Context: an optimization exercise on an open-source flow, tuned for small area. The choices shown serve that exercise and are no tape-out recipe. Only simulation tests tie the RTL to the original design; equivalence was not proved. No activity file was given, so power comes from the tool's default toggle rates. No driver is modelled on the clock port, so clocking that relies on it looks cheaper here than on a real chip.

## design/flow/flow/run.sh

```bash
#!/bin/bash
# Standard layout (the standard.sh), with clock tree synthesis told not to
# add dummy balancing loads and to cluster up to 32 flip-flops per leaf buffer.
set -euo pipefail
export CTS_ARGS="-sink_clustering_enable -repair_clock_nets -dont_use_dummy_load -sink_clustering_size 32 -sink_clustering_max_diameter 80"
bash standard.sh > standard.log 2>&1
```

## design/flow/standard.sh

```bash
#!/bin/bash
# synth_recipe.tcl (not shown) runs the flow's synth.tcl, then flattens the netlist and writes it again
# the make line also repeats each setting of config.mk as NAME=value (left out here)
make -C /OpenROAD-flow-scripts/flow DESIGN_CONFIG=/design/flow/config.mk WORK_HOME=/design/flow/orfs CLKGATE_MAP_FILE= SYNTH_SCRIPT=/design/flow/synth_recipe.tcl "${@:-finish}"
```

## design/flow/config.mk

```make
export PLATFORM = sky130hd
export DESIGN_NAME = canny_top
export DESIGN_NICKNAME = canny_top
export VERILOG_FILES = /design/flow/design.v
export SDC_FILE = /design/flow/constraint.sdc
export NUM_CORES = 8
export LEC_CHECK = 0
export ABC_AREA = 1
export CAP_MARGIN = 60
export CORE_MARGIN = 2
export CORE_UTILIZATION = 65
export SLEW_MARGIN = 60
```

## design/flow/constraint.sdc

```tcl
create_clock -name core_clock -period 12.0 [get_ports {clk}]
set_input_delay 2.4000 -clock core_clock [delete_from_list [all_inputs] [get_ports {clk}]]
set_output_delay 2.4000 -clock core_clock [all_outputs]
set_load 0.01 [all_outputs]
```

## design/flow/design.v

```verilog
`timescale 1ns / 1ps
module sobel_unit (
    input  wire       clk,
    input  wire [7:0] x_top,
    input  wire [7:0] x_mid,
    input  wire [7:0] x_bot,
    output wire [9:0] mh,
    output wire [1:0] cls
);
    function [11:0] rca;
        input [11:0] a, b;
        input        cin;
        integer i;
        reg c;
        begin
            c = cin;
            for (i = 0; i < 12; i = i + 1) begin
                rca[i] = a[i] ^ b[i] ^ c;
                c = (a[i] & b[i]) | (a[i] & c) | (b[i] & c);
            end
        end
    endfunction
    wire [11:0] tb_w  = rca({4'b0, x_top}, {4'b0, x_bot}, 1'b0);
    wire [11:0] an_w  = rca(tb_w, {3'b0, x_mid, 1'b0}, 1'b0);
    wire [9:0]  a_new = an_w[9:0];
    wire [11:0] bn_w  = rca({4'b0, x_bot}, ~{4'b0, x_top}, 1'b1);
    wire [8:0]  b_new = bn_w[8:0];    
    reg [9:0] a1, a2;
    reg [8:1] b1h, b2h;
    always @(posedge clk) begin
        a1 <= a_new; a2 <= a1;
        b1h <= b_new[8:1]; b2h <= b1h;
    end
    wire [8:0] b1 = {b1h, a1[0]};
    wire [8:0] b2 = {b2h, a2[0]};
    wire [11:0] fx_w = rca({2'b0, a_new}, ~{2'b0, a2}, 1'b1);
    wire [10:0] fx   = fx_w[10:0];
    wire [11:0] fy_1 = rca({{3{b2[8]}}, b2}, {{3{b_new[8]}}, b_new}, 1'b0);
    wire [11:0] fy_w = rca(fy_1, {{2{b1[8]}}, b1, 1'b0}, 1'b0);
    wire [10:0] fy   = fy_w[10:0];
    wire [9:0]  ax   = fx[10] ? -fx[9:0] : fx[9:0];
    wire [9:0]  ay   = fy[10] ? -fy[9:0] : fy[9:0];
    wire [11:0] mag_w = rca({2'b0, ax}, {2'b0, ay}, 1'b0);
    assign mh = mag_w[10:1];
    wire        quad = fx[10] ^ fy[10];
    wire [9:0]  tan22 = (ax >> 2) + (ax >> 3) + (ax >> 5) + (ax >> 7);
    wire [10:0] d22   = {1'b0, ay} - {1'b0, tan22};    
    assign cls = d22[10]         ? 2'd0 :
                 (d22[9:0] < ax) ? (quad ? 2'd2 : 2'd1) :
                                   2'd3;
endmodule
`timescale 1ns / 1ps
module canny_top #(
    parameter IMG_W = 256
)(
    input  wire        clk,
    input  wire        rst,
    input  wire [7:0]  pixel_in,
    output wire        out_valid,
    output wire [7:0]  pixel_out
);
    function [11:0] rca;
        input [11:0] a, b;
        input        cin;
        integer i;
        reg c;
        begin
            c = cin;
            for (i = 0; i < 12; i = i + 1) begin
                rca[i] = a[i] ^ b[i] ^ c;
                c = (a[i] & b[i]) | (a[i] & c) | (b[i] & c);
            end
        end
    endfunction
    reg  [7:0] col;
    reg  [2:0] row;
    wire [10:0] cnt = {row, col};
    always @(posedge clk) begin
        if (rst) begin
            col <= 8'd1;
            row <= 3'd0;
        end else begin
            col <= col + 8'd1;
            if (col == 8'd255 && row != 3'd7)
                row <= row + 3'd1;
        end
    end
    reg [8*767-1:0] xc;
    always @(posedge clk)
        xc <= {xc[8*766-1:0], rst ? 8'd0 : pixel_in};    
    localparam [1:0] C_H = 2'd0,    
                     C_D = 2'd1,    
                     C_V = 2'd2,    
                     C_W = 2'd3;    
    wire [9:0] mh_l;
    wire [1:0] cls_l;
    sobel_unit sob_l (
        .clk(clk),
        .x_top(xc[8*512-1 -: 8]), .x_mid(xc[8*256-1 -: 8]), .x_bot(pixel_in),
        .mh(mh_l), .cls(cls_l)
    );
    wire [9:0] mh_u;
    wire [1:0] cls_u;
    sobel_unit sob_u (
        .clk(clk),
        .x_top(xc[8*767-1 -: 8]), .x_mid(xc[8*511-1 -: 8]), .x_bot(xc[8*255-1 -: 8]),
        .mh(mh_u), .cls(cls_u)
    );
    wire valid_l_s = (cnt >= 11'd514) && (col != 8'd0) && (col != 8'd1);
    wire valid_u_s = (cnt >= 11'd769) && (col != 8'd255) && (col != 8'd0);
    reg [9:0] hl0;
    reg [9:0] hu0, hu1, hu2;
    reg [1:0] zl0, zl1;
    reg [1:0] zu0, zu1, zu2, zu3;
    always @(posedge clk) begin
        if (rst)
            hl0 <= 10'd0;
        else if (valid_l_s)
            hl0 <= mh_l;
        if (rst)
            hu0 <= 10'd0;
        else if (valid_u_s)
            hu0 <= mh_u;
        if (valid_l_s)
            zl0 <= cls_l;
        if (valid_u_s)
            zu0 <= cls_u;
        hu1 <= hu0; hu2 <= hu1;
        zl1 <= zl0;
        zu1 <= zu0; zu2 <= zu1; zu3 <= zu2;
    end
    wire l_ge_u1 = hl0 >= hu1;      
    wire u1_ge_l = hu1 >= hl0;
    wire l_ge_u2 = hl0 >= hu2;      
    wire u2_ge_l = hu2 >= hl0;
    wire u0_ge_l = hu0 >= hl0;      
    wire u0_ge_u1 = hu0 >= hu1;     
    wire u1_ge_u0 = hu1 >= hu0;
    reg [1:0] dl_ok;     
    reg       dn_ok;     
    reg       rt_ok;     
    reg [1:0] lt_ok;     
    always @(posedge clk) begin
        dl_ok <= {dl_ok[0], u0_ge_l};
        dn_ok <= u1_ge_l;
        rt_ok <= u1_ge_u0;
        lt_ok <= {lt_ok[0], u0_ge_u1};
    end
    wire up_chk = (zl1 == C_V) ? l_ge_u1 :
                  (zl1 == C_D) ? l_ge_u2 : 1'b1;
    reg [256:0] up_ok;          
    always @(posedge clk)
        up_ok <= {up_ok[255:0], up_chk};
    wire [9:0] hq = hu2;        
    reg        chk;
    always @* begin
        case (zu3)              
            C_H:     chk = lt_ok[1] & rt_ok;       
            C_W:     chk = rt_ok & dl_ok[1];       
            C_V:     chk = up_ok[256] & dn_ok;     
            default: chk = up_ok[256] & u2_ge_l;   
        endcase
    end
    wire alive = (cnt == 11'd772) || chk;
    wire       valid_n = (col != 8'd254) && (col != 8'd255) && (cnt >= 11'd772);
    wire [7:0] clip_q  = (hq[9:7] != 3'd0) ? 8'hFF : {hq[6:0], 1'b0};
    wire [7:0] ns_new  = (valid_n && alive) ? clip_q : 8'd0;
    function [14:0] pair_code;
        input [7:0] m, t;
        begin
            if (m[0])
                pair_code = {2'b11, 5'b0, t};
            else if (t[0])
                pair_code = {2'b10, 6'b0, m[7:1]};
            else
                pair_code = {1'b0, m[7:1], t[7:1]};
        end
    endfunction
    function [7:0] pair_mid;
        input [14:0] c;
        pair_mid = c[14] ? (c[13] ? 8'hFF : {c[6:0], 1'b0}) : {c[13:7], 1'b0};
    endfunction
    function [7:0] pair_top;
        input [14:0] c;
        pair_top = c[14] ? (c[13] ? c[7:0] : 8'hFF) : {c[6:0], 1'b0};
    endfunction
    reg [15*256-1:0] ncc;       
    wire [14:0] code_j = ncc[15*256-1 -: 15];
    wire [7:0]  n_mid  = pair_mid(code_j);       
    wire [7:0]  n_top  = pair_top(code_j);       
    wire [7:0]  n_bot  = ns_new;                 
    always @(posedge clk)
        ncc <= {ncc[15*255-1:0], pair_code(n_bot, n_mid)};
    wire [11:0] s_1 = rca({4'b0, n_top}, {4'b0, n_mid}, 1'b0);
    wire [11:0] s_w = rca(s_1, {4'b0, n_bot}, 1'b0);
    wire [9:0] s_new = s_w[9:0];
    reg  [9:0] s1, s2;
    always @(posedge clk) begin
        s1 <= s_new;
        s2 <= s1;
    end
    wire [11:0] sum_1 = rca({2'b0, s_new}, {2'b0, s1}, 1'b0);
    wire [11:0] sum9 = rca(sum_1, {2'b0, s2}, 1'b0);
    wire [7:0]  din_nx  = (col == 8'd250) ? pair_mid(ncc[15*254-1 -: 15]) : n_mid;
    wire [11:0] din9_nx = rca({1'b0, din_nx, 3'b000}, {4'b0, din_nx}, 1'b0) + 12'd8;
    wire        ge_nx   = (sum9 <= din9_nx);
    reg         is_strong, is_weak;     
    wire valid_l = (col != 8'd251) && (col != 8'd252) && (cnt >= 11'd509);
    reg [259:0] hc;             
    reg [7:0]   hcol;
    reg         wrapped;
    reg         connected;
    wire dout = (col == 8'd253) ? hc[2] : hc[0];
    wire r_col  = (col == 8'd253 || col == 8'd254) ? hc[259] : hc[257];
    wire r_col1 = (col == 8'd253) ? hc[258] : hc[256];
    wire e_new  = is_strong | (is_weak & connected);
    always @(posedge clk) begin
        hc <= {hc[258:0], e_new};
        if (rst) begin
            is_strong <= 1'b0;
            is_weak   <= 1'b0;
        end else if (valid_l) begin
            is_strong <= (din_nx >= 8'd155) && ge_nx;
            is_weak   <= (din_nx >= 8'd130) && ge_nx;
        end
        if (rst) begin
            hcol    <= 8'd0;
            wrapped <= 1'b0;
        end else if (valid_l) begin
            connected <= ((hcol != 8'd0) & dout) |
                         (wrapped & r_col) |
                         (wrapped & (hcol != 8'd255) & r_col1);
            hcol <= hcol + 8'd1;
            if (hcol == 8'd255)
                wrapped <= 1'b1;
        end
    end
    assign out_valid = (cnt >= 11'd516) && (col != 8'd4) && (col != 8'd5);
    assign pixel_out = {8{hc[8]}};
endmodule
```

==> flow_summary_export.csv, run 1 <==
group,metric,value,unit
run_status,outcome,"timing/DRC/antenna clean",
finish,layout-drive-gt1-share,4.864,%
worst_hold_path,worstHoldPathType,"flop to flop",
yosys,synth_area_leaders,"dfxtp_1, fa_1, ha_1",
routing,wl_per_cell,15.13,microns
setup_path,worst-path-buf-inv,10,
setup_path,cpMostUsedCell,"fa_2",
yosys,synth.distinct_cells,63,
timing,rsz0062_at_grt,"false",
setup_path,crit_fanout,6,
setup_path,arrival,11.77,ns
finish,finalCoreUtilization,70.11,%
clock_network,htreeDepth,5,
timing,final-hold-violation-count,0,
die,die_area,350200,sq um
finish,final_common_cell,"dfxtp_1",
timing,worstMarginPinSlew,0.5124,ns
yosys,syn_inst,12190,
global_route,grt_pass1_wl,422.8,mm
die,io_pins,19,
finish,syn2layout_area_growth,7.237,%
clock_network,cts_sinks,10670,
setup_path,cp-startpoint,"pixel_in[0]",
setup_path,required,12.61,ns
setup_path,start_kind,"input pin",
setup_path,slowest_stage,"fa_1",
clock_network,hold_buffers,0,
power_and_ir_drop,power_density,224.7,nW/um^2
routing,drtPass1Iterations,4,
yosys,synth-simple-area-share,1.047,%
yosys,synthArstFlopShare,0,%
timing,timing.final.crit_share,93.05,%
global_route,grt_pass1_vias,77490,
yosys,synth-seq-area-share,95.09,%
worst_hold_path,min_from,"ncc[506]",
yosys,synth_edf_count,5,
global_route,grt_start_max_net_pins,33,
clock_network,clkTransAtPathRegs,0.10,ns
job,maxCapViolCount,0,
yosys,synth_top_family_by_area,"adder cells",
yosys,synth_area_per_cell,18.42,sq um
routing,drc,0,
timing,timing.slew.headroom,65.40,%
timing,finalClockSkew,0.1252,ns
placement,place_congestion,0.7333,
yosys,synth-compound-area-share,0.6440,%
power_and_ir_drop,ir_worst_vdd,241.1,uV
yosys,ys_ff_latch,10670,
timing,period_needed,11.17,ns
timing,setup_slack,0.8341,ns
global_route,grt_overflow_total,0,
clock_network,clockBufferDepth,4,
yosys,synth_top_flop_cell,"dfxtp_1",
placement,dp_slack,-1.117,ns
setup_path,crit_path_max_incr_delay,0.55,ns
die,rows,215,
timing,drv_slew,0,
routing,viasPerCell,4.246,
clock_network,cts_tree,"yes",
finish,final_nets,12980,
setup_path,r2r-start,"xc[6128]",
yosys,synth.top_cell.area_share,95.03,%
timing,fmax,89.56,MHz
routing,via_count,73130,
clock_network,insertion_delay,0.94,ns
yosys,yosysTopAreaCell,"dfxtp_1",
timing,setup_viol,0,
yosys,synth_xor_area_share,0.3042,%
die,core_area,343500,sq um
die,initial_core_util,65.38,%
yosys,synth_nets,12510,
placement,portBuffers,18,
routing,drt_wl_total,260.6,mm
yosys,synthMuxAreaShare,0.005014,%
setup_path,end_kind,"flop",
yosys,syn_area,224600,sq um
yosys,yosys_warnings,2,
routing,drtIter0Drc,3567,
clock_network,cts_root_buf,"clkbuf_16",
global_route,grt_usage,15.00,%
power_and_ir_drop,p_leak,0.09693,uW
clock_network,numCtsBuffers,379,
yosys,synth-adder-area-share,2.217,%
finish,mostFrequentLayoutCells,"dfxtp_1, clkbuf_16, inv_1, nand2_1, ha_1",
die,die_h,591.8,microns
placement,dp_hpwl,127.4,mm
die,die_x,591.8,microns
setup_path,crit_family,"adder cells",
global_route,antenna_found_initial,5,
setup_path,worstSetupPathType,"input pin to flop",
routing,ant_nets,0,
==> Yosys cell counts, types with 3 or more instances <==
| cell type | count |
|---|---|
| nor3_1 | 17 |
| o21ai_1 | 6 |
| nand2_4 | 6 |
| nand3_2 | 12 |
| o41ai_1 | 3 |
| nand3_1 | 73 |
| a21o_1 | 4 |
| buf_4 | 9 |
| a31oi_1 | 5 |
| clkbuf_1 | 6 |
| nand2_2 | 20 |
| edfxtp_1 | 5 |
| inv_2 | 19 |
| xor2_1 | 53 |
| o21a_1 | 3 |
| o21ai_0 | 68 |
| a21oi_2 | 3 |
| a21oi_1 | 97 |
| dfxtp_1 | 10660 |
| o21ai_2 | 4 |
| o31ai_1 | 3 |
| nand4_1 | 23 |
| o21bai_1 | 9 |
| nand2_1 | 247 |
| ha_1 | 158 |
| inv_1 | 346 |
| nand3b_1 | 4 |
| o22ai_1 | 18 |
| nor2_1 | 79 |
| fa_1 | 150 |
| xnor2_1 | 25 |
| buf_2 | 9 |
| o211ai_1 | 10 |
==> cell type report <==
type / instances / area (sq um)
Sequential cell: 10670 / 213600
Fill cell: 20500 / 102700
Multi-Input combinational cell: 1133 / 9716
Clock buffer: 379 / 9484
Tap cell: 4557 / 5702
Inverter: 367 / 1384
Timing Repair Buffer: 119 / 977.2
Antenna cell: 4 / 10.01
==> worst register-to-register path, delay by kind of cell (launching register included) <==
| family | cells | cell delay (ns) |
|---|---|---|
| flops | 1 | 0.37 |
| buf+inv | 11 | 0.79 |
| simple gates | 8 | 0.70 |
| compound gates | 8 | 1.25 |
| fa+ha+maj | 18 | 7.06 |
| xor+xnor | 3 | 0.51 |
==> metrics by stage <==
step | power, uW | setup TNS (ns) | cell area [sq um] | hold slack (ns) | cells
2_1_floorplan | 38240 | 0 | 224600 | 0.3096 | 12190
3_3_place_gp | 39830 | -2.467 | 231000 | 0.3095 | 16840
3_5_place_dp | 39750 | -2.209 | 231200 | 0.3121 | 16840
4_1_cts | 54510 | 0 | 240700 | 0.2427 | 17220
5_1_grt | 56220 | 0 | 240800 | 0.2458 | 17220
6_report | 54110 | 0 | 240800 | 0.2462 | 17230
==> where the power goes <==
part           internal (uW)  total, uW  switching, uW
Clock                   5720      15100           9380
Sequential             35500      35500           25.4
Combinational           1710       3510           1800
Total                  42900      54100          11200
==> final timing paths <==
kind         cells after the start  endpoint  slack, ns
max reg2reg                     48    zu0[0]       1.03
max                             49    zl0[0]       0.83
min                              0  ncc[521]       0.25
min reg2reg                      0  ncc[521]       0.25
==> per-layer routing <==
layer,share of wire (%),global-route usage [%],vias up
met3,2.9,2.016,403
met1,52,22.75,34200
met5,0,0,-
met4,2.4,4.003,0
met2,43,22.96,554
li1,-,-,37980
==> what timing repair did <==
action	CTS	global route
buffers inserted	0	2
hold endpoints to repair	0	0
gates cloned	0	0
pin swaps	1	15
resized for setup	4	41
endpoints found under the setup margin	2	3
==> sequential cells by signal, summed over array words and instances (netlist names), 10 cells and up <==
| register | count |
|---|---|
| xc | 6136 |
| hu0 | 10 |
| hc | 260 |
| sob_u.a2 | 10 |
| s1 | 10 |
| hu2 | 10 |
| s2 | 10 |
| sob_l.a1 | 10 |
| sob_u.a1 | 10 |
| hu1 | 10 |
| hl0 | 10 |
| up_ok | 257 |
| ncc | 3840 |
| sob_l.a2 | 10 |
==> logic make-up (layout without fill, tap and decap cells) <==
kind of cell / count (synthesis) / after routing
adders and majority gates: 308 / 308
other: 0 / 4
and+or+nand+nor: 500 / 500
muxes: 1 / 1
DFF: 10670 / 10670
buffers and inverters: 393 / 865
xor gates and xnor gates: 78 / 78
AOI/OAI and AO/OA: 246 / 246
==> run 2: changes to the inputs <==
--- a/design/flow/design.v
+++ b/design/flow/design.v
@@ -77,7 +77,7 @@
     wire [10:0] cnt = {row, col};
     always @(posedge clk) begin
         if (rst) begin
-            col <= 8'd1;
+            col <= 8'd0;
             row <= 3'd0;
         end else begin
             col <= col + 8'd1;
@@ -85,9 +85,9 @@
                 row <= row + 3'd1;
         end
     end
-    reg [8*767-1:0] xc;
+    reg [8*768-1:0] xc;
     always @(posedge clk)
-        xc <= {xc[8*766-1:0], rst ? 8'd0 : pixel_in};    
+        xc <= {xc[8*767-1:0], rst ? 8'd0 : pixel_in};    
     localparam [1:0] C_H = 2'd0,    
                      C_D = 2'd1,    
                      C_V = 2'd2,    
@@ -96,14 +96,14 @@
     wire [1:0] cls_l;
     sobel_unit sob_l (
         .clk(clk),
-        .x_top(xc[8*512-1 -: 8]), .x_mid(xc[8*256-1 -: 8]), .x_bot(pixel_in),
+        .x_top(xc[8*513-1 -: 8]), .x_mid(xc[8*257-1 -: 8]), .x_bot(xc[7:0]),
         .mh(mh_l), .cls(cls_l)
     );
     wire [9:0] mh_u;
     wire [1:0] cls_u;
     sobel_unit sob_u (
         .clk(clk),
-        .x_top(xc[8*767-1 -: 8]), .x_mid(xc[8*511-1 -: 8]), .x_bot(xc[8*255-1 -: 8]),
+        .x_top(xc[8*768-1 -: 8]), .x_mid(xc[8*512-1 -: 8]), .x_bot(xc[8*256-1 -: 8]),
         .mh(mh_u), .cls(cls_u)
     );
     wire valid_l_s = (cnt >= 11'd514) && (col != 8'd0) && (col != 8'd1);
@@ -235,6 +235,6 @@
                 wrapped <= 1'b1;
         end
     end
-    assign out_valid = (cnt >= 11'd516) && (col != 8'd4) && (col != 8'd5);
-    assign pixel_out = {8{hc[8]}};
+    assign out_valid = (cnt >= 11'd515) && (col != 8'd3) && (col != 8'd4);
+    assign pixel_out = {8{hc[7]}};
 endmodule
--- a/design/flow/config.mk
+++ b/design/flow/config.mk
@@ -6,7 +6,8 @@
 export NUM_CORES = 8
 export LEC_CHECK = 0
 export ABC_AREA = 1
-export CAP_MARGIN = 60
+export CAP_MARGIN = 20
 export CORE_MARGIN = 2
 export CORE_UTILIZATION = 65
-export SLEW_MARGIN = 60
+export GPL_TIMING_DRIVEN = 0
+export SLEW_MARGIN = 20
==> flow_summary_export.csv, run 2 <==
group,metric,value,unit
run_status,outcome,"timing/DRC/antenna clean",
finish,register_area,213700,sq um
yosys,synth_area_per_cell,18.42,sq um
clock_network,cts_sinks,10670,
die,initial_core_util,65.39,%
yosys,yosysTopAreaCell,"dfxtp_1",
routing,via_count,72840,
finish,syn2layout_area_growth,6.899,%
placement,place_congestion,0.7574,
finish,mostFrequentLayoutCells,"dfxtp_1, clkbuf_16, inv_1, nand2_1, ha_1",
yosys,synth-seq-area-share,95.15,%
die,die_area,350300,sq um
clock_network,numCtsBuffers,381,
setup_path,worstSetupPathType,"flop to flop",
finish,final_common_cell,"dfxtp_1",
yosys,ys_ff_latch,10670,
die,rows,215,
die,io_pins,19,
setup_path,slowest_stage,"fa_1",
clock_network,cts_root_buf,"clkbuf_16",
setup_path,reg2reg_slack,0.90,ns
clock_network,clkTransAtPathRegs,0.10,ns
power_and_ir_drop,switching_share,21.12,%
power_and_ir_drop,seq_power_share,65.6,%
finish,finalCoreUtilization,69.90,%
clock_network,cts_tree,"yes",
die,die_x,591.9,microns
timing,final-hold-violation-count,0,
setup_path,r2r-start,"xc[6137]",
placement,dp_cells,16770,
setup_path,required,12.63,ns
job,maxCapViolCount,0,
global_route,grt_pass1_wl,388.9,mm
finish,reg.largest.list,"xc: 6144 flops, ncc: 3840 flops, hc: 260 flops",
power_and_ir_drop,pwr-share-clk,27.6,%
timing,period_needed,11.10,ns
finish,fillers,21350,
power_and_ir_drop,p_leak,0.09646,uW
routing,drtPass1Iterations,5,
yosys,synth_area_leaders,"dfxtp_1, fa_1, ha_1",
finish,largest_reg_flops,6144,
yosys,synth_top_flop_cell,"dfxtp_1",
worst_hold_path,worstHoldPathType,"flop to flop",
setup_path,rr_endpoint,"zu0[0]",
power_and_ir_drop,power_density,225.4,nW/um^2
yosys,synth.distinct_cells,54,
power_and_ir_drop,p_total,54130,uW
global_route,grt_overflow_total,0,
setup_path,cp-endpoint,"zu0[0]",
clock_network,insertion_delay,0.94,ns
finish,final_cells,17160,
timing,drv_slew,0,
global_route,antenna_found_initial,9,
setup_path,crit_fanout,10,
clock_network,htreeDepth,5,
global_route,grt_start_max_net_pins,33,
yosys,synth.top_cell.area_share,95.08,%
yosys,synth_most_common_cell,"dfxtp_1",
placement,portBuffers,18,
timing,setup_tns,0,ns
routing,ant_nets,0,
setup_path,crit_path_max_incr_delay,0.56,ns
routing,drtIter0Drc,3933,
timing,fmax,90.13,MHz
routing,drt_wl_total,237.1,mm
setup_path,arrival,11.73,ns
power_and_ir_drop,p_int,42700,uW
setup_path,cp-startpoint,"xc[6137]",
finish,largest-register,"xc",
timing,worstMarginPinSlew,0.8634,ns
power_and_ir_drop,p_sw,11430,uW
die,die_h,591.9,microns
yosys,syn_area,224600,sq um
timing,timing.slew.headroom,42.00,%
clock_network,hold_buffers,0,
global_route,grt_usage,13.56,%
timing,setup_viol,0,
clock_network,clockBufferDepth,4,
global_route,grt_pass1_vias,74420,
setup_path,cpMostUsedCell,"fa_1",
finish,multi_input_comb_area,9435,sq um
setup_path,r2r_cells,48,
power_and_ir_drop,ir_worst_vdd,462.1,uV
routing,wl_per_cell,13.82,microns
finish,layout-drive-gt1-share,3.827,%
setup_path,end_kind,"flop",
placement,dp_hpwl,126.1,mm
yosys,synth_nets,12510,
timing,timing.final.crit_share,92.46,%
routing,viasPerCell,4.245,
power_and_ir_drop,comb_power_share,6.7,%
yosys,synth_edf_count,5,
yosys,synthArstFlopShare,0,%
die,core_area,343500,sq um
yosys,yosys_warnings,2,
finish,final_nets,12920,
routing,drc,0,
yosys,netlist_top_cells_count,"dfxtp_1, inv_1, nand2_1",
timing,finalClockSkew,0.1180,ns
setup_path,start_kind,"flop",
yosys,syn_inst,12200,
## run 2: through the flow
step,instance area [sq um],hold WS [ns],setup WS (ns)
3_5_place_dp,230500,0.3121,0.4050
3_3_place_gp,230500,0.3095,0.4333
6_report,240100,0.2333,0.9048
5_1_grt,240100,0.2284,-0.0005720
4_1_cts,240100,0.2290,0.3338
2_1_floorplan,224600,0.3096,1.803
## run 2: worst min-delay path by stage
| stage | cells after the start | endpoint | from |
|---|---|---|---|
| 3_5_place_dp | 0 | hc[236] | hc[235] |
| 4_1_cts | 0 | up_ok[233] | up_ok[232] |
| 2_1_floorplan | 0 | dl_ok[1] | dl_ok[0] |
| 3_3_place_gp | 0 | ncc[828] | ncc[813] |
| 6_report | 0 | up_ok[233] | up_ok[232] |
| 5_1_grt | 0 | up_ok[233] | up_ok[232] |
## run 2: logic make-up (layout without fill, tap and decap cells)
logic type                 Yosys count  in the layout  share of synthesized area, %
buffers and inverters              389            790                        0.6701
DFF                              10670          10670                         95.15
and+or+nand+nor                    499            499                         1.025
other                                0              6                             0
xor gates and xnor gates            77             77                        0.3002
adders and majority gates          308            308                         2.217
AOI/OAI and AO/OA                  246            246                        0.6283
muxes                                2              2                       0.01003
## run 2: final cells by class
class | count | share of cell area, %
clock buffer | 381 | 3.970
tap | 4557 | 2.374
antenna | 6 | 0.006253
sequential | 10670 | 89.01
inverter | 365 | 0.5706
buffer | 24 | 0.05627
multi-input combinational | 1132 | 3.929
timing repair buffer | 20 | 0.08285
## run 2: per-layer routing
| metal | wire length, microns | GRT usage, % | vias up | share of wire, % |
|---|---|---|---|---|
| li1 | - | - | 37820 | - |
| met1 | 130600 | 21.51 | 33960 | 55 |
| met2 | 92570 | 19.37 | 607 | 39 |
| met3 | 7529 | 2.058 | 441 | 3.2 |
| met4 | 6429 | 3.935 | 0 | 2.7 |
| met5 | 0 | 0 | - | 0 |
## run 2: timing repair
item | CTS | global route
endpoints found under the setup margin | 0 | 2
buffers inserted | 0 | 1
gates resized for setup | 0 | 11
## run 2: power by group through the flow
stage               clock network (uW)  registers (uW)  logic (uW)
floorplan                            0           36300        2790
global placement                     0           36300        3810
detailed placement                   0           36300        3730
CTS                              15400           35500        3770
global route                     16600           35600        4310
finish                           15000           35500        3640
## run 2: critical path: cells and delay by family, from the launching register on
kind	cells	cell delay, ns
AND/OR/NAND/NOR	9	0.79
adder cells (fa/ha/maj)	17	6.86
buffers and inverters	12	0.98
AO/OA/AOI/OAI	7	1.08
flip-flops	1	0.54
XOR/XNOR	3	0.56
==> run 3: changes to the inputs <==
--- a/design/flow/design.v
+++ b/design/flow/design.v
@@ -43,10 +43,13 @@
     wire [11:0] mag_w = rca({2'b0, ax}, {2'b0, ay}, 1'b0);
     assign mh = mag_w[10:1];
     wire        quad = fx[10] ^ fy[10];
-    wire [9:0]  tan22 = (ax >> 2) + (ax >> 3) + (ax >> 5) + (ax >> 7);
-    wire [10:0] d22   = {1'b0, ay} - {1'b0, tan22};    
-    assign cls = d22[10]         ? 2'd0 :
-                 (d22[9:0] < ax) ? (quad ? 2'd2 : 2'd1) :
+    wire [11:0] t1 = rca({4'b0, ax[9:2]}, {5'b0, ax[9:3]}, 1'b0);
+    wire [11:0] t2 = rca({7'b0, ax[9:5]}, {9'b0, ax[9:7]}, 1'b0);
+    wire [11:0] t3 = rca(t1, t2, 1'b0);
+    wire [11:0] d22w = rca({2'b0, ay}, ~t3, 1'b1);            
+    wire [11:0] d67w = rca(d22w, ~{2'b0, ax}, 1'b1);          
+    assign cls = d22w[11]         ? 2'd0 :
+                 d67w[11] ? (quad ? 2'd2 : 2'd1) :
                                    2'd3;
 endmodule
 `timescale 1ns / 1ps
--- a/design/flow/config.mk
+++ b/design/flow/config.mk
@@ -8,6 +8,6 @@
 export ABC_AREA = 1
 export CAP_MARGIN = 20
 export CORE_MARGIN = 2
-export CORE_UTILIZATION = 65
+export CORE_UTILIZATION = 72
 export GPL_TIMING_DRIVEN = 0
 export SLEW_MARGIN = 20
==> flow_summary_export.csv, run 3 <==
group,metric,value,unit
yosys,synth_top_flop_cell,"dfxtp_1",
yosys,synth_edf_count,5,
die,die_h,561.8,microns
run_status,lastStage,"detailed placement (3_5_place_dp)",
yosys,ys_ff_latch,10670,
yosys,synth_area_leaders,"dfxtp_1, fa_1, ha_1",
die,io_pins,19,
yosys,synth.distinct_cells,56,
yosys,syn_inst,12110,
placement,portBuffers,17,
yosys,synth-seq-area-share,95.43,%
placement,dp_hpwl,182.9,mm
placement,place_congestion,0.7854,
yosys,yosys_warnings,2,
run_status,outcome,"aborted with a tool error",
yosys,synth_most_common_cell,"dfxtp_1",
yosys,synth.top_cell.area_share,95.36,%
die,initial_core_util,72.46,%
yosys,synth_nets,12400,
yosys,yosysTopAreaCell,"dfxtp_1",
die,rows,204,
yosys,synth_area_per_cell,18.50,sq um
yosys,syn_area,224000,sq um
die,die_x,561.8,microns
run_status,stop_error,"[ERROR DPL-0033] detailed placement checks failed during check placement.",
yosys,synthArstFlopShare,0,%
yosys,netlist_top_cells_count,"dfxtp_1, inv_1, nand2_1",
==> run 3: how the worst min path moves through the flow <==
stage	end	slack, ns	cells past startpoint
floorplan	dl_ok[1]	0.31	0
global placement	xc[2200]	0.31	0
==> run 3: stage by stage <==
| stage | area, sq um | setup slack, ns | setup TNS, ns | hold slack [ns] | power (uW) |
|---|---|---|---|---|---|
| after global placement | 229300 | -0.2842 | -0.8419 | 0.3096 | 38360 |
| after floorplan | 224000 | 0.8918 | 0 | 0.3096 | 37750 |
==> run 3: logic make-up after synthesis <==
logic type	after synthesis	synth area share, %
compound gates	188	0.4854
xor+xnor	58	0.2335
fa+ha+maj	282	2.138
buf+inv	361	0.6312
flops	10670	95.43
simple gates	543	1.085
==> run 3: power by group through the flow <==
stage	logic, uW	registers [uW]	clock network, uW
global placement	2020	36300	0
floorplan	1420	36300	0
==> run 4: changes to the inputs <==
--- a/design/flow/config.mk
+++ b/design/flow/config.mk
@@ -8,6 +8,6 @@
 export ABC_AREA = 1
 export CAP_MARGIN = 20
 export CORE_MARGIN = 2
-export CORE_UTILIZATION = 72
+export CORE_UTILIZATION = 65
 export GPL_TIMING_DRIVEN = 0
 export SLEW_MARGIN = 20
==> flow_summary_export.csv, run 4 <==
group,metric,value,unit
timing,period_needed,11.51,ns
clock_network,cts_tree,"yes",
global_route,grt_usage,13.84,%
finish,final_nets,12800,
routing,via_count,72220,
yosys,synth_most_common_cell,"dfxtp_1",
setup_path,rr_endpoint,"zu0[1]",
power_and_ir_drop,ir_worst_vdd,236.5,uV
yosys,synth_top_flop_cell,"dfxtp_1",
routing,drc,0,
die,initial_core_util,65.30,%
yosys,synth_top_family_by_area,"adder cells",
placement,portBuffers,17,
yosys,synth-simple-area-share,1.085,%
setup_path,crit_path_max_incr_delay,0.57,ns
global_route,grt_start_max_net_pins,33,
worst_hold_path,min_path_cells,0,
setup_path,reg2reg_slack,0.49,ns
timing,setup_viol,0,
die,die_area,349300,sq um
global_route,grt_pass1_vias,74140,
routing,wl_per_cell,14.09,microns
clock_network,clkTransAtPathRegs,0.10,ns
clock_network,clockBufferDepth,4,
setup_path,cp-startpoint,"xc[6136]",
power_and_ir_drop,power_density,219.0,nW/um^2
power_and_ir_drop,p_total,52450,uW
timing,fmax,86.90,MHz
routing,drt_wl_total,240.5,mm
finish,largest_reg_flops,6144,
timing,hold_ws,0.2213,ns
setup_path,r2r-start,"xc[6136]",
routing,ant_nets,0,
power_and_ir_drop,seq_power_share,67.7,%
finish,largest-register,"xc",
timing,rsz0062_at_grt,"false",
yosys,synth.distinct_cells,56,
finish,final_common_cell,"dfxtp_1",
yosys,netlist_top_cells_count,"dfxtp_1, inv_1, nand2_1",
timing,finalClockSkew,0.1258,ns
yosys,synth_nets,12400,
finish,layout-drive-gt1-share,4.046,%
global_route,antenna_found_initial,5,
yosys,synth-adder-area-share,2.138,%
yosys,synth-compound-area-share,0.4854,%
yosys,synth_area_leaders,"dfxtp_1, fa_1, ha_1",
setup_path,crit_fanout,4,
routing,viasPerCell,4.231,
clock_network,cts_sinks,10670,
yosys,ys_ff_latch,10670,
yosys,synthArstFlopShare,0,%
setup_path,arrival,12.08,ns
power_and_ir_drop,switching_share,19.88,%
finish,reg.largest.list,"xc: 6144 flops, ncc: 3840 flops, hc: 260 flops",
yosys,yosysTopAreaCell,"dfxtp_1",
setup_path,start_kind,"flop",
finish,fin_area,239500,sq um
setup_path,cpMostUsedCell,"fa_1",
timing,worstMarginPinSlew,0.8969,ns
yosys,syn_area,224000,sq um
finish,syn2layout_area_growth,6.946,%
timing,final-hold-violation-count,0,
yosys,synthMuxAreaShare,0,%
power_and_ir_drop,p_sw,10430,uW
routing,drtIter0Drc,3387,
run_status,outcome,"timing/DRC/antenna clean",
die,die_h,591.0,microns
worst_hold_path,min_from,"xc[597]",
worst_hold_path,worstHoldPathType,"flop to flop",
die,die_x,591.0,microns
routing,drtPass1Iterations,5,
worst_hold_path,min_to,"xc[605]",
placement,place_area,229900,sq um
power_and_ir_drop,pwr-share-clk,28.6,%
die,rows,215,
yosys,synth_xor_area_share,0.2335,%
yosys,synth-seq-area-share,95.43,%
clock_network,hold_buffers,0,
finish,final_cells,17070,
placement,dp_cells,16680,
yosys,synth_edf_count,5,
timing,drv_slew,0,
setup_path,required,12.57,ns
timing,timing.slew.headroom,40.21,%
power_and_ir_drop,comb_power_share,3.7,%
clock_network,insertion_delay,0.95,ns
placement,dp_hpwl,125.5,mm
power_and_ir_drop,p_leak,0.09618,uW
setup_path,r2r_cells,41,
setup_path,end_kind,"flop",
clock_network,cts_root_buf,"clkbuf_16",
finish,mostFrequentLayoutCells,"dfxtp_1, clkbuf_16, inv_1, nand2_1, fa_1",
power_and_ir_drop,p_int,42030,uW
global_route,grt_pass1_wl,393.6,mm
clock_network,numCtsBuffers,380,
yosys,yosys_warnings,2,
placement,place_congestion,0.7481,
clock_network,htreeDepth,5,
job,maxCapViolCount,0,
global_route,grt_overflow_total,0,
yosys,synth_area_per_cell,18.50,sq um
die,core_area,343000,sq um
die,io_pins,19,
finish,finalCoreUtilization,69.84,%
setup_path,worstSetupPathType,"flop to flop",
yosys,synth.top_cell.area_share,95.36,%
setup_path,slowest_stage,"fa_2",
timing,timing.final.crit_share,95.90,%
yosys,syn_inst,12110,
[run 4: cell counts after synthesis]
Identical to the previous run, type by type.
[run 4: layer usage]
metal | GRT usage (%) | wire (microns)
met3 | 2.003 | 7030
met4 | 4.062 | 6219
met1 | 21.93 | 131200
met2 | 19.89 | 96050
met5 | 0 | 0
[run 4: cell type report]
class / instances / area (sq um)
flip-flops and latches: 10670 / 213700
fillers: 21040 / 103400
clock buffers: 380 / 9509
multi-input cells: 1071 / 8940
well taps: 4557 / 5702
inverters: 339 / 1275
repair buffers: 21 / 216.5
plain buffers: 22 / 138.9
diodes: 4 / 10.01
[run 4: through the flow]
stage                     TNS, ns  worst slack, ns
after detailed placement  -0.8826          -0.3101
final                           0           0.4926
after CTS                       0          0.01466
after floorplan                 0           0.8918
after global placement     -1.167          -0.3699
after global routing            0         0.008150
[run 4: how the worst max path moves through the flow]
stage	end	cells past startpoint
finish	zu0[1]	41
global route	zl0[0]	42
CTS	zu0[1]	41
detailed placement	zu0[1]	40
global placement	zu0[1]	40
floorplan	zl0[0]	43
[run 4: worst max-delay path: cells and delay by family, from the launching register on]
kind / cells / cell delay (ns)
flops: 1 / 0.38
xor+xnor: 1 / 0.22
fa+ha+maj: 24 / 9.36
simple gates: 6 / 0.42
buf+inv: 10 / 0.73
[run 4: what timing repair did]
| item | CTS | global route |
|---|---|---|
| hold endpoints to repair | 0 | 0 |
| gates cloned | 0 | 0 |
| setup endpoints to repair | 4 | 4 |
| resized for setup | 13 | 27 |
| pin swaps | 1 | 4 |
| setup buffers | 2 | 1 |
[run 4: kinds of logic after synthesis]
kind of cell / after synthesis
AOI/OAI and AO/OA: 188
DFF: 10670
buffers and inverters: 361
and+or+nand+nor: 543
xor gates and xnor gates: 58
adders and majority gates: 282
[run 4: power by group through the flow]
| stage | Clock (uW) | Sequential, uW | Combinational (uW) |
|---|---|---|---|
| after global routing | 16600 | 35600 | 2290 |
| after floorplan | 0 | 36300 | 1420 |
| after detailed placement | 0 | 36300 | 1960 |
| after global placement | 0 | 36300 | 1990 |
| final | 15000 | 35500 | 1930 |
| after CTS | 15500 | 35500 | 1990 |
==> run 5: changes to the inputs <==
==> design/flow/flow/run.sh (replaced) <==
#!/bin/bash
# Standard layout (the standard.sh), with clock tree synthesis told not to
# add dummy balancing loads and to cluster up to 34 flip-flops per leaf buffer,
# and the port buffers made with the smallest buffer cell.
set -euo pipefail
export CTS_ARGS="-sink_clustering_enable -repair_clock_nets -dont_use_dummy_load -sink_clustering_size 34 -sink_clustering_max_diameter 80"
export BUFFER_PORTS_ARGS="-buffer_cell sky130_fd_sc_hd__buf_1"
bash standard.sh > standard.log 2>&1
==> flow_summary_export.csv, run 5 <==
group,metric,value,unit
clock_network,cts_tree,"yes",
yosys,syn_area,224000,sq um
yosys,synth_nets,12400,
timing,period_needed,11.53,ns
timing,setup_tns,0,ns
setup_path,worstSetupPathType,"flop to flop",
routing,wl_per_cell,14.47,microns
clock_network,cts_sinks,10670,
yosys,synth.top_cell.area_share,95.36,%
setup_path,end_kind,"flop",
setup_path,crit_family,"adder cells",
yosys,synth_most_common_cell,"dfxtp_1",
timing,setup_slack,0.4691,ns
setup_path,slowest_stage,"fa_1",
setup_path,worst-path-buf-inv,10,
clock_network,htreeDepth,5,
yosys,synth_top_flop_cell,"dfxtp_1",
routing,via_count,72400,
finish,fillers,20870,
power_and_ir_drop,p_leak,0.09593,uW
global_route,grt_overflow_total,0,
finish,reg.largest.list,"xc: 6144 flops, ncc: 3840 flops, hc: 260 flops",
global_route,grt_pass1_vias,75290,
timing,timing.final.crit_share,96.09,%
setup_path,required,12.61,ns
timing,worstMarginPinSlew,1.009,ns
die,die_x,591.0,microns
global_route,grt_pass1_wl,402.2,mm
placement,place_area,229800,sq um
setup_path,arrival,12.14,ns
global_route,grt_usage,14.22,%
yosys,synth_area_per_cell,18.50,sq um
global_route,grt_start_max_net_pins,35,
clock_network,insertion_delay,0.94,ns
finish,finalCoreUtilization,69.68,%
die,io_pins,19,
routing,ant_nets,0,
finish,largest_reg_flops,6144,
yosys,synth-seq-area-share,95.43,%
finish,largest-register,"xc",
routing,drc,0,
placement,dp_hpwl,127.9,mm
finish,layout-drive-gt1-share,3.955,%
placement,place_congestion,0.7594,
power_and_ir_drop,power_density,218.6,nW/um^2
timing,finalClockSkew,0.1235,ns
placement,portBuffers,17,
routing,drt_wl_total,246.8,mm
setup_path,cpMostUsedCell,"fa_1",
clock_network,cts_root_buf,"clkbuf_16",
routing,drtPass1Iterations,5,
power_and_ir_drop,ir_worst_vdd,199.1,uV
timing,fmax,86.72,MHz
clock_network,clockBufferDepth,4,
die,die_area,349300,sq um
die,rows,215,
worst_hold_path,worstHoldPathType,"flop to flop",
timing,timing.slew.headroom,32.22,%
setup_path,crit_path_max_incr_delay,0.56,ns
timing,drv_slew,0,
clock_network,hold_buffers,0,
yosys,syn_inst,12110,
die,die_h,591.0,microns
finish,mostFrequentLayoutCells,"dfxtp_1, clkbuf_16, inv_1, nand2_1, fa_1",
timing,setup_viol,0,
yosys,netlist_top_cells_count,"dfxtp_1, inv_1, nand2_1",
die,core_area,343000,sq um
run_status,outcome,"timing/DRC/antenna clean",
routing,viasPerCell,4.246,
yosys,synth_area_leaders,"dfxtp_1, fa_1, ha_1",
placement,dp_slack,-0.3048,ns
clock_network,clkTransAtPathRegs,0.11,ns
clock_network,numCtsBuffers,362,
die,initial_core_util,65.30,%
timing,final-hold-violation-count,0,
yosys,yosysTopAreaCell,"dfxtp_1",
finish,syn2layout_area_growth,6.701,%
routing,drtIter0Drc,3508,
yosys,synthArstFlopShare,0,%
yosys,synth_edf_count,5,
yosys,synth.distinct_cells,56,
finish,fin_area,239000,sq um
finish,final_nets,12780,
finish,final_common_cell,"dfxtp_1",
setup_path,start_kind,"flop",
yosys,yosys_warnings,2,
setup_path,crit_fanout,10,
global_route,antenna_found_initial,10,
yosys,ys_ff_latch,10670,
job,maxCapViolCount,0,
==> run 5: final timing paths <==
check | startpoint | endpoint | slack (ns) | cells after the start
max | xc[0] | zl0[0] | 0.47 | 42
min | xc[3867] | xc[3875] | 0.25 | 0
max reg2reg | xc[0] | zl0[0] | 0.47 | 42
min reg2reg | xc[3867] | xc[3875] | 0.25 | 0
==> run 5: per-stage QoR <==
stage | hold slack [ns] | cells | power, uW
2_1_floorplan | 0.3096 | 12110 | 37750
3_3_place_gp | 0.3095 | 16680 | 38370
3_5_place_dp | 0.3121 | 16680 | 38330
4_1_cts | 0.2539 | 17040 | 52740
5_1_grt | 0.2616 | 17050 | 54180
6_report | 0.2505 | 17050 | 52230
==> run 5: cell type report <==
class / instances / area [sq um] / share of cell area [%]
diodes: 5 / 12.51 / 0.005235
plain buffers: 22 / 138.9 / 0.05811
flip-flops and latches: 10670 / 213700 / 89.44
repair buffers: 22 / 101.3 / 0.04241
multi-input cells: 1071 / 8952 / 3.746
clock buffers: 362 / 9059 / 3.790
well taps: 4557 / 5702 / 2.386
inverters: 339 / 1277 / 0.5345
==> run 5: layer usage <==
| layer | global-route usage (%) | vias to the layer above | share of wire (%) |
|---|---|---|---|
| met5 | 0 | - | 0 |
| met4 | 4.176 | 0 | 2.7 |
| met3 | 1.988 | 430 | 2.9 |
| met2 | 21.03 | 565 | 41 |
| met1 | 22.05 | 33990 | 53 |
| li1 | - | 37410 | - |
==> run 5: repair_timing <==
action,4_1_cts,5_1_grt
pin swaps,0,4
setup endpoints to repair,4,4
gates resized for setup,15,32
buffers inserted,0,5
==> run 5: logic make-up after synthesis <==
logic type	count (synthesis)	synth area share [%]
compound gates	188	0.4854
buf+inv	361	0.6312
fa+ha+maj	282	2.138
simple gates	543	1.085
flops	10670	95.43
xor+xnor	58	0.2335
==> run 5: power by group <==
group	total (uW)	switching [uW]	internal, uW
logic	1980	1150	824
clock network	14700	9240	5480
registers	35500	24.5	35500
==> run 6: changes to the inputs <==
--- a/design/flow/design.v
+++ b/design/flow/design.v
@@ -151,49 +151,65 @@
     end
     wire up_chk = (zl1 == C_V) ? l_ge_u1 :
                   (zl1 == C_D) ? l_ge_u2 : 1'b1;
-    reg [256:0] up_ok;          
-    always @(posedge clk)
-        up_ok <= {up_ok[255:0], up_chk};
     wire [9:0] hq = hu2;        
     reg        chk;
     always @* begin
         case (zu3)              
             C_H:     chk = lt_ok[1] & rt_ok;       
             C_W:     chk = rt_ok & dl_ok[1];       
-            C_V:     chk = up_ok[256] & dn_ok;     
-            default: chk = up_ok[256] & u2_ge_l;   
+            C_V:     chk = up_ok & dn_ok;          
+            default: chk = up_ok & u2_ge_l;        
         endcase
     end
     wire alive = (cnt == 11'd772) || chk;
     wire       valid_n = (col != 8'd254) && (col != 8'd255) && (cnt >= 11'd772);
     wire [7:0] clip_q  = (hq[9:7] != 3'd0) ? 8'hFF : {hq[6:0], 1'b0};
     wire [7:0] ns_new  = (valid_n && alive) ? clip_q : 8'd0;
-    function [14:0] pair_code;
+    function [15:0] nc_code;
         input [7:0] m, t;
+        input       e, u;
+        reg   [7:0] te;
+        reg         eh;
         begin
+            eh = e & t[7] & (t[6:1] != 6'd0);      
+            if (t[0])
+                te = eh ? 8'hFF : 8'h80;
+            else
+                te = eh ? {1'b1, t[6:0]} : {1'b0, t[7:1]};
             if (m[0])
-                pair_code = {2'b11, 5'b0, t};
-            else if (t[0])
-                pair_code = {2'b10, 6'b0, m[7:1]};
+                nc_code = {te, 6'b100000, u, 1'b1};
             else
-                pair_code = {1'b0, m[7:1], t[7:1]};
-        end
-    endfunction
-    function [7:0] pair_mid;
-        input [14:0] c;
-        pair_mid = c[14] ? (c[13] ? 8'hFF : {c[6:0], 1'b0}) : {c[13:7], 1'b0};
-    endfunction
-    function [7:0] pair_top;
-        input [14:0] c;
-        pair_top = c[14] ? (c[13] ? c[7:0] : 8'hFF) : {c[6:0], 1'b0};
-    endfunction
-    reg [15*256-1:0] ncc;       
-    wire [14:0] code_j = ncc[15*256-1 -: 15];
-    wire [7:0]  n_mid  = pair_mid(code_j);       
-    wire [7:0]  n_top  = pair_top(code_j);       
-    wire [7:0]  n_bot  = ns_new;                 
-    always @(posedge clk)
-        ncc <= {ncc[15*255-1:0], pair_code(n_bot, n_mid)};
+                nc_code = {u, m[7:1], te};
+        end
+    endfunction
+    function nc_sp;                  
+        input [15:0] c;
+        nc_sp = c[7] & c[0] & (c[6:2] == 5'd0);
+    endfunction
+    function [7:0] nc_mid;
+        input [15:0] c;
+        nc_mid = nc_sp(c) ? 8'hFF : {c[14:8], 1'b0};
+    endfunction
+    reg [7:0] m_r, t_r;
+    reg       u_r;
+    reg  [16*255-1:0] ncj;
+    wire [15:0] ent  = ncj[16*255-1 -: 16];       
+    wire        sp   = nc_sp(ent);
+    wire [7:0]  te_j = sp ? ent[15:8] : ent[7:0];
+    wire [7:0]  n_mid = nc_mid(ent);              
+    wire [7:0]  n_top = te_j[7] ? (((te_j[6:0] == 7'd0) || (te_j[6:0] == 7'h7F)) ?
+                                   8'hFF : {1'b1, te_j[6:0]}) :
+                                  {te_j[6:0], 1'b0};    
+    wire        e_j   = te_j[7] & (te_j[6:0] != 7'd0);  
+    wire        u_j   = sp ? ent[1] : ent[15];          
+    wire [7:0]  n_bot = ns_new;                         
+    reg         up_ok;           
+    always @(posedge clk) begin
+        m_r <= n_bot;
+        t_r <= n_mid;
+        u_r <= up_chk;
+        up_ok <= u_j;
+    end
     wire [11:0] s_1 = rca({4'b0, n_top}, {4'b0, n_mid}, 1'b0);
     wire [11:0] s_w = rca(s_1, {4'b0, n_bot}, 1'b0);
     wire [9:0] s_new = s_w[9:0];
@@ -204,21 +220,24 @@
     end
     wire [11:0] sum_1 = rca({2'b0, s_new}, {2'b0, s1}, 1'b0);
     wire [11:0] sum9 = rca(sum_1, {2'b0, s2}, 1'b0);
-    wire [7:0]  din_nx  = (col == 8'd250) ? pair_mid(ncc[15*254-1 -: 15]) : n_mid;
+    wire [7:0]  din_nx  = (col == 8'd250) ? nc_mid(ncj[16*253-1 -: 16]) : n_mid;
     wire [11:0] din9_nx = rca({1'b0, din_nx, 3'b000}, {4'b0, din_nx}, 1'b0) + 12'd8;
     wire        ge_nx   = (sum9 <= din9_nx);
     reg         is_strong, is_weak;     
     wire valid_l = (col != 8'd251) && (col != 8'd252) && (cnt >= 11'd509);
-    reg [259:0] hc;             
+    reg [7:0]   hc;             
+    reg [4:0]   hd;             
     reg [7:0]   hcol;
     reg         wrapped;
     reg         connected;
     wire dout = (col == 8'd253) ? hc[2] : hc[0];
-    wire r_col  = (col == 8'd253 || col == 8'd254) ? hc[259] : hc[257];
-    wire r_col1 = (col == 8'd253) ? hc[258] : hc[256];
+    wire r_col  = (col == 8'd253 || col == 8'd254) ? hd[4] : hd[2];
+    wire r_col1 = (col == 8'd253) ? hd[3] : hd[1];
     wire e_new  = is_strong | (is_weak & connected);
     always @(posedge clk) begin
-        hc <= {hc[258:0], e_new};
+        hc <= {hc[6:0], e_new};
+        hd <= {hd[3:0], e_j};
+        ncj <= {ncj[16*254-1:0], nc_code(m_r, t_r, e_new, u_r)};
         if (rst) begin
             is_strong <= 1'b0;
             is_weak   <= 1'b0;
==> design/flow/flow/run.sh (replaced) <==
#!/bin/bash
# Standard layout (the standard.sh), with clock tree synthesis told not to
# add dummy balancing loads and to cluster up to 32 flip-flops per leaf buffer,
# and the port buffers made with the smallest buffer cell.
set -euo pipefail
export CTS_ARGS="-sink_clustering_enable -repair_clock_nets -dont_use_dummy_load -sink_clustering_size 32 -sink_clustering_max_diameter 80"
export BUFFER_PORTS_ARGS="-buffer_cell sky130_fd_sc_hd__buf_1"
bash standard.sh > standard.log 2>&1
==> flow_summary_export.csv, run 6 <==
group,metric,value,unit
global_route,grt_pass1_wl,374.6,mm
clock_network,clockBufferDepth,4,
timing,setup_slack,0.6096,ns
setup_path,r2r_cells,42,
routing,via_count,70960,
die,die_x,584.7,microns
setup_path,crit_fanout,10,
timing,final-hold-violation-count,0,
finish,largest_reg_flops,6144,
finish,reg.largest.list,"xc: 6144 flops, ncj: 4080 flops",
timing,finalClockSkew,0.1450,ns
timing,rsz0062_at_grt,"false",
yosys,synth_top_flop_cell,"dfxtp_1",
finish,final_nets,12590,
timing,worstMarginPinSlew,0.9650,ns
routing,ant_nets,0,
yosys,synthArstFlopShare,0,%
power_and_ir_drop,ir_worst_vdd,330.8,uV
die,rows,213,
power_and_ir_drop,switching_share,19.91,%
worst_hold_path,worstHoldPathType,"flop to flop",
timing,period_needed,11.39,ns
setup_path,crit_path_max_incr_delay,0.56,ns
clock_network,insertion_delay,0.96,ns
yosys,synth.distinct_cells,59,
die,die_h,584.7,microns
power_and_ir_drop,p_sw,10230,uW
yosys,ys_ff_latch,10430,
power_and_ir_drop,p_int,41130,uW
timing,drv_slew,0,
setup_path,cp-startpoint,"xc[2040]",
job,maxCapViolCount,0,
placement,dp_hpwl,119.9,mm
power_and_ir_drop,power_density,219.2,nW/um^2
yosys,yosysTopAreaCell,"dfxtp_1",
finish,final_common_cell,"dfxtp_1",
routing,dr_wl_met2,88.10,mm
yosys,synth_edf_count,5,
clock_network,cts_sinks,10430,
global_route,grt_usage,13.32,%
setup_path,reg2reg_slack,0.61,ns
setup_path,r2r-start,"xc[2040]",
routing,drtPass1Iterations,5,
yosys,yosys_warnings,2,
placement,dp_slack,-0.2134,ns
clock_network,clkTransAtPathRegs,0.11,ns
setup_path,slowest_stage,"fa_2",
setup_path,start_kind,"flop",
routing,drtIter0Drc,3215,
yosys,syn_inst,11900,
routing,top_layer,"met4",
routing,viasPerCell,4.220,
timing,timing.final.crit_share,94.92,%
setup_path,end_kind,"flop",
yosys,synth.top_cell.area_share,95.21,%
run_status,outcome,"timing/DRC/antenna clean",
finish,syn2layout_area_growth,6.930,%
die,initial_core_util,65.21,%
yosys,syn_area,219200,sq um
clock_network,htreeDepth,5,
global_route,grt_pass1_vias,71920,
setup_path,arrival,12.00,ns
power_and_ir_drop,seq_power_share,67.6,%
clock_network,numCtsBuffers,372,
finish,fillers,21020,
timing,timing.slew.headroom,35.67,%
routing,wl_per_cell,13.54,microns
routing,wl_met1,126.3,mm
setup_path,cp-endpoint,"zu0[0]",
yosys,synth_area_per_cell,18.41,sq um
setup_path,required,12.61,ns
finish,mostFrequentLayoutCells,"dfxtp_1, clkbuf_16, inv_1, nand2_1, fa_1",
yosys,synth_most_common_cell,"dfxtp_1",
routing,drc,0,
power_and_ir_drop,p_leak,0.09395,uW
clock_network,cts_root_buf,"clkbuf_16",
yosys,synth-seq-area-share,95.28,%
die,die_area,341800,sq um
global_route,grt_overflow_total,0,
setup_path,worstSetupPathType,"flop to flop",
routing,drt_wl_total,227.7,mm
placement,portBuffers,18,
die,io_pins,19,
global_route,antenna_found_initial,10,
yosys,synth_nets,12200,
timing,fmax,87.79,MHz
power_and_ir_drop,p_total,51360,uW
setup_path,cpMostUsedCell,"fa_1",
placement,place_congestion,0.7341,
finish,largest-register,"xc",
power_and_ir_drop,comb_power_share,3.9,%
routing,routed-wl-met3,6.830,mm
yosys,netlist_top_cells_count,"dfxtp_1, inv_1, nand2_1",
power_and_ir_drop,pwr-share-clk,28.5,%
global_route,grt_start_max_net_pins,33,
worst_hold_path,min_path_cells,0,
timing,setup_viol,0,
clock_network,cts_tree,"yes",
setup_path,rr_endpoint,"zu0[0]",
finish,layout-drive-gt1-share,3.904,%
yosys,synth_area_leaders,"dfxtp_1, fa_1, ha_1",
die,core_area,336100,sq um
run 6: changes by cell type in the layout (fill, tap and decap cells not counted), sizes merged, moves of 5 or more:
cell / delta
clkbuf: +10
nand2: -19
inv: +13
nor2: +41
o21a: -5
o21ai: +26
dfxtp: -246
a21oi: -7
o22ai: -12
nand4: -8
run 6: cell type report:
cell class | instances | area [sq um] | share of cell area (%)
antenna | 4 | 10.01 | 0.004271
buffer | 22 | 131.4 | 0.05606
clock buffer | 372 | 9309 | 3.972
inverter | 350 | 1316 | 0.5617
multi-input combinational | 1103 | 9027 | 3.852
sequential | 10430 | 208800 | 89.10
tap | 4515 | 5649 | 2.411
timing repair buffer | 21 | 90.09 | 0.03844
run 6: routing by layer:
layer  global-route usage [%]  up-vias
met1                    21.44    33200
met5                        0        -
met4                    4.160        0
met2                    18.61      560
met3                    1.955      418
li1                         -    36790
run 6: per-stage QoR:
step	util (%)	setup TNS, ns	cell area [sq um]	instances	hold WS [ns]
floorplan	-	0	219200	11900	0.3096
global placement	66.92	-0.3333	224900	16440	0.3097
detailed placement	66.92	-0.4268	224900	16440	0.3121
CTS	69.70	0	234200	16810	0.2402
global route	69.73	0	234300	16810	0.2374
finish	69.73	0	234400	16820	0.2493
run 6: power by group through the flow:
stage          combinational (uW)  clock, uW  sequential [uW]
2_1_floorplan                1450          0            35500
3_3_place_gp                 2030          0            35500
3_5_place_dp                 2030          0            35500
4_1_cts                      2050      15100            34700
5_1_grt                      2350      16200            34700
6_report                     2000      14600            34700
run 6: logic make-up (layout without fill, tap and decap cells):
family                     count (synthesis)  in the layout  share of synthesized area (%)
adders and majority gates                282            282                          2.185
and+or+nand+nor                          566            566                          1.129
buffers and inverters                    372            765                         0.6582
AOI/OAI and AO/OA                        196            196                         0.5030
DFF                                    10430          10430                          95.28
other                                      0              4                              0
xor gates and xnor gates                  59             59                         0.2478
run 6: critical path, delay by kind of cell, from the launching register on:
kind / cells / cell delay (ns)
buffers and inverters: 10 / 0.80
flip-flops: 1 / 0.37
AND/OR/NAND/NOR: 7 / 0.53
AO/OA/AOI/OAI: 1 / 0.07
XOR/XNOR: 1 / 0.16
adder cells (fa/ha/maj): 23 / 9.18
run 6: how the worst min path moves through the flow:
stage,start,end,slack (ns)
finish,xc[2319],xc[2327],0.25
global route,xc[2319],xc[2327],0.24
CTS,xc[2150],xc[2158],0.24
detailed placement,ncj[1951],ncj[1967],0.31
global placement,ncj[694],ncj[710],0.31
floorplan,dl_ok[0],dl_ok[1],0.31
run 6: repair_timing:
item	in CTS	in global routing
gates resized for setup	8	38
buffers inserted	2	1
endpoints found under the setup margin	4	4
hold buffers	0	0
pin swaps	2	3
==> run 7: changes to the inputs <==
==> design/flow/flow/run.sh (replaced) <==
#!/bin/bash
# Standard layout (the standard.sh), with clock tree synthesis told not to
# add dummy balancing loads and to cluster up to 37 flip-flops per leaf buffer,
# and the port buffers made with the smallest buffer cell.
set -euo pipefail
export CTS_ARGS="-sink_clustering_enable -repair_clock_nets -dont_use_dummy_load -sink_clustering_size 37 -sink_clustering_max_diameter 80"
export BUFFER_PORTS_ARGS="-buffer_cell sky130_fd_sc_hd__buf_1"
bash standard.sh > standard.log 2>&1
==> flow_summary_export.csv, run 7 <==
group,metric,value,unit
setup_path,crit_path_max_incr_delay,0.57,ns
finish,layout-drive-gt1-share,3.591,%
yosys,yosys_warnings,2,
setup_path,end_kind,"flop",
setup_path,arrival,11.98,ns
global_route,grt_pass1_wl,370.8,mm
power_and_ir_drop,p_leak,0.09340,uW
die,die_h,584.7,microns
global_route,grt_start_max_net_pins,38,
timing,fmax,87.80,MHz
setup_path,cpMostUsedCell,"fa_1",
routing,drt_wl_total,225.4,mm
finish,final_nets,12550,
timing,worstMarginPinSlew,0.9451,ns
global_route,antenna_found_initial,10,
yosys,synth.distinct_cells,59,
power_and_ir_drop,p_sw,10070,uW
die,die_area,341800,sq um
placement,portBuffers,18,
finish,final_cells,16770,
die,core_area,336100,sq um
clock_network,htreeDepth,5,
yosys,synthArstFlopShare,0,%
placement,dp_cells,16440,
power_and_ir_drop,switching_share,19.90,%
yosys,synth-seq-area-share,95.28,%
routing,drtPass1Iterations,5,
routing,drtIter0Drc,3078,
setup_path,crit_family,"adder cells",
clock_network,cts_sinks,10430,
yosys,syn_area,219200,sq um
yosys,synth_area_per_cell,18.41,sq um
timing,period_needed,11.39,ns
yosys,syn_inst,11900,
finish,mostFrequentLayoutCells,"dfxtp_1, inv_1, clkbuf_16, nand2_1, fa_1",
setup_path,crit_fanout,10,
clock_network,insertion_delay,0.95,ns
routing,via_count,70660,
die,rows,213,
finish,fillers,21170,
setup_path,worst-path-buf-inv,10,
routing,wl_per_cell,13.44,microns
routing,viasPerCell,4.213,
finish,reg.largest.list,"xc: 6144 flops, ncj: 4080 flops",
worst_hold_path,worstHoldPathType,"flop to flop",
clock_network,hold_buffers,0,
placement,dp_hpwl,119.9,mm
finish,multi_input_comb_area,9042,sq um
clock_network,cts_root_buf,"clkbuf_16",
yosys,synth_top_flop_cell,"dfxtp_1",
finish,largest_reg_flops,6144,
placement,place_congestion,0.7341,
global_route,grt_pass1_vias,71090,
timing,drv_slew,0,
timing,timing.slew.headroom,36.99,%
timing,rsz0062_at_grt,"false",
yosys,synth_area_leaders,"dfxtp_1, fa_1, ha_1",
yosys,synth_nets,12200,
power_and_ir_drop,p_int,40540,uW
finish,syn2layout_area_growth,6.433,%
yosys,ys_ff_latch,10430,
run_status,outcome,"timing/DRC/antenna clean",
setup_path,start_kind,"flop",
die,io_pins,19,
timing,finalClockSkew,0.1381,ns
finish,final_common_cell,"dfxtp_1",
routing,ant_nets,0,
finish,register_area,208800,sq um
setup_path,required,12.59,ns
job,maxCapViolCount,0,
global_route,grt_usage,13.17,%
timing,timing.final.crit_share,94.91,%
power_and_ir_drop,comb_power_share,4.0,%
timing,final-hold-violation-count,0,
yosys,yosysTopAreaCell,"dfxtp_1",
timing,setup_viol,0,
clock_network,clockBufferDepth,4,
yosys,synth_edf_count,5,
power_and_ir_drop,p_total,50610,uW
power_and_ir_drop,pwr-share-clk,27.4,%
power_and_ir_drop,seq_power_share,68.6,%
die,die_x,584.7,microns
clock_network,clkTransAtPathRegs,0.12,ns
routing,drc,0,
finish,largest-register,"xc",
power_and_ir_drop,ir_worst_vdd,330.4,uV
setup_path,worstSetupPathType,"flop to flop",
clock_network,cts_tree,"yes",
setup_path,slowest_stage,"fa_2",
yosys,synth_most_common_cell,"dfxtp_1",
yosys,netlist_top_cells_count,"dfxtp_1, inv_1, nand2_1",
power_and_ir_drop,power_density,217.0,nW/um^2
global_route,grt_overflow_total,0,
yosys,synth.top_cell.area_share,95.21,%
clock_network,numCtsBuffers,328,
die,initial_core_util,65.21,%
timing,hold_ws,0.2628,ns
[run 7: area by class of cell]
class                      instances  share of cell area, %
sequential                     10430                  89.52
multi-input combinational       1103                  3.877
clock buffer                     328                  3.519
tap                             4515                  2.422
inverter                         350                 0.5643
buffer                            22                0.05632
timing repair buffer              21                0.03862
antenna                            3               0.003218
[run 7: cell families (layout without fill, tap and decap cells)]
logic type	Yosys count	in the layout	synth area share (%)
compound gates	196	196	0.5030
other cells	0	3	0
fa+ha+maj	282	282	2.185
buf+inv	372	721	0.6582
xor+xnor	59	59	0.2478
simple gates	566	566	1.129
flops	10430	10430	95.28
[run 7: routing by layer]
metal  vias to the layer above  routed length (microns)  track usage, %  part of all wire, %
met2                       513                    86500           18.28                   38
met4                         0                     6141           3.983                  2.7
met1                     33080                   125900           21.40                   56
met5                         -                        0               0                    0
met3                       383                     6864           1.869                  3.0
li1                      36680                        -               -                    -
[run 7: worst paths after layout]
check,to,from,depth (start not counted),slack [ns]
worst max-delay path,zu0[0],xc[2040],42,0.61
worst min-delay path,ncj[255],ncj[239],0,0.26
worst max register to register,zu0[0],xc[2040],42,0.61
worst min register to register,ncj[255],ncj[239],0,0.26
[run 7: power by group through the flow]
stage / Combinational, uW / Clock [uW] / Sequential [uW]
6_report: 2000 / 13900 / 34700
5_1_grt: 2350 / 15400 / 34700
4_1_cts: 2050 / 14300 / 34700
3_5_place_dp: 2030 / 0 / 35500
3_3_place_gp: 2030 / 0 / 35500
2_1_floorplan: 1450 / 0 / 35500
[run 7: metrics by stage]
step | TNS, ns | utilization, % | cell area [sq um] | setup WS, ns
after floorplan | 0 | - | 219200 | 0.8729
after global placement | -0.3333 | 66.92 | 224900 | -0.1303
after detailed placement | -0.4268 | 66.92 | 224900 | -0.2134
after CTS | 0 | 69.37 | 233100 | 0.008725
after global routing | 0 | 69.41 | 233300 | 0.006453
final | 0 | 69.41 | 233300 | 0.6111
[run 7: repair_timing]
item	in CTS	in global routing
hold endpoints to repair	0	0
gates resized for setup	10	40
setup buffers	2	1
pin swaps	2	3
setup endpoints to repair	4	4

[static timing again, ports no longer ideal]
The flow's constraints put no driver on any port. The routed layouts listed below were extracted and timed again, unchanged, in two steps. Step 1 sets driving cells, clkbuf_16 on the clock port and buf_2 on the other inputs (assumed; they add their load-dependent delay and slew). Step 2, shift: input delay + t, output delay - t, t = (earliest + latest rising clock arrival at the registers) / 2. This alone moves slack from input paths to output paths. Three values: ideal, step 1, step 2; two values: the first two.
| run | shift t [ns] | setup slack, ns | hold slack, ns | worst setup path after step 2 | slew at the worst register clock pin (ns) |
|---|---|---|---|---|---|
| run 1 | 0.989 | 0.834 / 0.864 / -0.125 | 0.246 / 0.246 / 0.246 | input to register | 0.11 / 0.11 |
| run 2 | 0.988 | 0.905 / 0.905 / 0.905 | 0.233 / 0.233 / 0.233 | register to register | 0.11 / 0.11 |
| run 4 | 0.996 | 0.493 / 0.493 / 0.493 | 0.221 / 0.221 / 0.221 | register to register | 0.12 / 0.12 |
| run 5 | 0.987 | 0.469 / 0.469 / 0.469 | 0.251 / 0.251 / 0.251 | register to register | 0.12 / 0.12 |
| run 6 | 0.981 | 0.610 / 0.610 / 0.610 | 0.249 / 0.249 / 0.249 | register to register | 0.11 / 0.11 |
| run 7 | 0.982 | 0.611 / 0.611 / 0.611 | 0.263 / 0.263 / 0.263 | register to register | 0.12 / 0.12 |
Met with ideal ports but missed after step 2: setup timing in run 1. The setup slack of run 1, which loses most, moves by +0.030 ns with the drivers and by -0.959 ns with both steps.
